Source: an optimization exercise on an open RTL-to-GDS flow (aim: small area). Production flows keep margins and buffers that such runs may drop. Function was checked by simulation only, so behaviour that the tests miss may differ from the original. Power is estimated from default activity; no workload was simulated.

Design top, start of the top module:
module top(rst, clk, start, btnU, btnR, btnD, btnL, seg, an, led, hsync, vsync, red, green, blue);
    input rst, start, clk, btnU, btnR, btnD, btnL;
    output reg [7:0] seg;
    output [3:0] an;
    output reg [7:0] led;
    output wire hsync;
    output wire vsync;
    output reg [2:0] red;
    output reg [2:0] green;
    output reg [1:0] blue;
    function automatic ule(input [10:0] a, input [10:0] b);
        integer n;
        reg r;
        begin
            r = 1'b1;
            for (n = 0; n < 11; n = n + 1) r = (~a[n] & b[n]) | ((~a[n] | b[n]) & r);
            ule = r;
        end
    endfunction
    function automatic ult(input [10:0] a, input [10:0] b);
        integer n;
        reg r;
        begin
            r = 1'b0;
            for (n = 0; n < 11; n = n + 1) r = (~a[n] & b[n]) | ((~a[n] | b[n]) & r);
            ult = r;
        end
    endfunction
    function automatic slt(input [10:0] a, input [10:0] b);
        slt = ult({~a[10], a[9:0]}, {~b[10], b[9:0]});
    endfunction
    reg rst1, rst2, start1, start2;
    always @(posedge clk) begin
        rst1 <= rst;
        rst2 <= rst1;
        start1 <= start;
        start2 <= start1;
    end
    wire RST = rst1 ^ rst2;
    wire NEW_START = start1 ^ start2;
    reg [9:0] hx, vy;
    reg [5:0] c50;
    reg [3:0] c12;
    reg clk_1;
    wire w100 = hx == 10'd979 || hx == 10'd55 || hx == 10'd155 || hx == 10'd255 ||
                hx == 10'd355 || hx == 10'd455 || hx == 10'd555 || hx == 10'd655;
    wire w50 = w100 && (c50 == 6'd49);
    always @(posedge clk) begin
        if (RST) begin
            c50 <= 0;
            c12 <= 0;
            clk_1 <= 0;
        end else begin
            if (w100) c50 <= (c50 == 6'd49) ? 6'd0 : c50 + 6'd1;
            if (w50) c12 <= (c12 == 4'd11) ? 4'd0 : c12 + 4'd1;
            clk_1 <= w50 && (c12 == 4'd11);
        end
    end
  ...
Size: ~4,800 cells after synthesis, ~340 flip-flops, roughly 37 I/O pins, ~28,000 µm² of cells after synthesis.
clock: 12.0 ns
lec_check: 0
abc_area: 1
cap_margin: 10
core_margin: 2
core_utilization: 55
cts_cluster_diameter: 80
cts_cluster_size: 30
place_density: 0.7
slew_margin: 10
standard.sh (not shown) runs the stock make flow with config.mk's settings and CLKGATE_MAP_FILE= SYNTH_SCRIPT=/design/flow/synth_recipe.tcl, a recipe that flattens the netlist after the stock synthesis.
==> flow/flow/run.sh <==
#!/bin/bash
set -uo pipefail
W=$PWD
rm -rf "$W/scripts_area"
cp -r "$FLOW_HOME/scripts" "$W/scripts_area"
cp "$W/flow/abc_area.script" "$W/scripts_area/abc_area.script"
export SCRIPTS_DIR="$W/scripts_area"
export ADDER_MAP_FILE=
export BUFFER_PORTS_ARGS="-buffer_cell sky130_fd_sc_hd__buf_1"
CTS_SIZE=$(sed -n 's/^export CTS_CLUSTER_SIZE = //p' "$W/config.mk")
CTS_DIAM=$(sed -n 's/^export CTS_CLUSTER_DIAMETER = //p' "$W/config.mk")
export CTS_ARGS="-sink_clustering_enable -repair_clock_nets -dont_use_dummy_load -sink_clustering_size ${CTS_SIZE:-30} -sink_clustering_max_diameter ${CTS_DIAM:-80}"
bash "$W/standard.sh" finish > "$W/standard_flow.log" 2>&1
status=$?
tail -40 "$W/standard_flow.log"
exit $status
==> flow/flow/abc_area.script <==
strash
&get -n
&fraig -x
&put
scorr
dc2
strash
&get -n
&deepsyn -T 60
&put
dc2
strash
dch -f
map -a
mfs2
strash
dch -f
map -a
topo
dnsize -c
==> next run, changes <==
==> flow/flow/abc_area.script (replaced) <==
strash
&get -n
&fraig -x
&put
scorr
dc2
strash
&get -n
&deepsyn -T 60
&put
dc2
strash
&get -n
&dch -f
&nf -R 30 -p -F 16 -A 4 -a
&put
mfs2
strash
&get -n
&dch -f
&nf -R 30 -p -F 16 -A 4 -a
&put
topo
dnsize -c
Settings changed: CORE_UTILIZATION 55 to 60, PLACE_DENSITY 0.7 to 0.75.
Result:
- The changed run produced a clean layout
- wire length went down by 12%
- first-iteration DRC count went down by 14%
- register-to-register slack improves by 310 ps
- via count went down by 11%
- power went down by 39%
- final cell count went down by 17%
- clock-buffer cell count went down by 4
- worst setup slack improves by 310 ps
==> next run, changes <==
==> flow/flow/run.sh (replaced) <==
#!/bin/bash
set -uo pipefail
W=$PWD
rm -rf "$W/scripts_area"
cp -r "$FLOW_HOME/scripts" "$W/scripts_area"
cp "$W/flow/abc_area.script" "$W/scripts_area/abc_area.script"
export SCRIPTS_DIR="$W/scripts_area"
export ADDER_MAP_FILE=
bash "$W/standard.sh" finish > "$W/standard_flow.log" 2>&1
status=$?
tail -40 "$W/standard_flow.log"
exit $status
==> flow/flow/abc_area.script (replaced) <==
strash
&get -n
&fraig -x
&put
scorr
dc2
strash
&get -n
&deepsyn -T 60
&put
dc2
strash
dch -f
map -a
mfs2
strash
dch -f
map -a
topo
dnsize -c
Settings changed: CAP_MARGIN 10 to 20, CORE_UTILIZATION 60 to 55, PLACE_DENSITY 0.75 to 0.7, SLEW_MARGIN 10 to 20.
- The changed run passed the timing, design-rule and antenna checks
- non-clock buffer count falls by 45
- setup slack got worse by 410 ps
- routed wire length rises by about 15%
- flip-flop and latch count stays the same
- via count rises by about 12%
==> next run, changes <==
--- a/flow/flow/run.sh
+++ b/flow/flow/run.sh
@@ -8,0 +9,4 @@
+export BUFFER_PORTS_ARGS="-buffer_cell sky130_fd_sc_hd__buf_1"
+CTS_SIZE=$(sed -n 's/^export CTS_CLUSTER_SIZE = //p' "$W/config.mk")
+CTS_DIAM=$(sed -n 's/^export CTS_CLUSTER_DIAMETER = //p' "$W/config.mk")
+export CTS_ARGS="-sink_clustering_enable -repair_clock_nets -dont_use_dummy_load -sink_clustering_size ${CTS_SIZE:-30} -sink_clustering_max_diameter ${CTS_DIAM:-80}"
==> flow/flow/abc_area.script (replaced) <==
strash
&get -n
&fraig -x
&put
scorr
dc2
strash
&get -n
&deepsyn -T 60
&put
dc2
strash
&get -n
&dch -f
&nf -R 30 -p -F 8 -a
&put
mfs2
strash
&get -n
&dch -f
&nf -R 30 -p -F 8 -a
&put
topo
dnsize -c
Settings changed: CAP_MARGIN 20 to 10, SLEW_MARGIN 20 to 10.
After rerunning: Final cell count falls by 17%. Worst setup slack improves by 26 ps. Core utilization decreases by 1.0 points. Global-route usage went down by 4.0 points. Maximum frequency is about the same. Clock power decreases by 38%.
==> next run, changes <==
==> flow/flow/abc_area.script (replaced) <==
strash
&get -n
&fraig -x
&put
scorr
dc2
strash
&get -n
&deepsyn -T 60
&put
dc2
strash
dch -f
map -a
mfs2
strash
dch -f
map -a
topo
dnsize -c
Settings changed: CORE_UTILIZATION 55 to 60, PLACE_DENSITY 0.7 to 0.75.
Outcome: The new run produced a clean layout. Via count increases by about a fifth. Die area decreases by a few percent. Worst setup slack gains 160 ps. Total power increases by well over a third. Final area increases slightly. Non-clock buffer count decreases by 43. Sequential share of layout area decreases by 0.20 points.

-- re-timing with driven ports --
No port has a modelled driver above. Below, the same layouts with a new extraction and two added sets of constraints.
Step 1 assumes that a clkbuf_16 drives the clock port and a buf_2 every other input.
Step 2, shift: input delay + t, output delay - t, t = (earliest + latest rising clock arrival at the registers) / 2. This alone moves slack from input paths to output paths.
Three values: no drivers, after step 1, after step 2; two values: the first two.
run | t, ns | setup slack, ns | latest minus earliest clock arrival (ns) | worst data-port slew with drivers (ns) | cell pins on the clock port's net
the first run | 0.676 | 1.168 / 1.168 / 1.168 | 0.093 / 0.092 | 0.06 | 1
the second run | 0.619 | 1.481 / 1.481 / 1.481 | 0.071 / 0.070 | 0.04 | 1
the third run | 0.708 | 1.074 / 1.074 / 1.074 | 0.050 / 0.051 | 0.05 | 1
the fourth run | 0.625 | 1.099 / 1.099 / 1.099 | 0.066 / 0.065 | 0.04 | 1
the fifth run | 0.647 | 1.264 / 1.264 / 1.264 | 0.085 / 0.085 | 0.04 | 1
After both steps setup and hold are still met in every run listed.
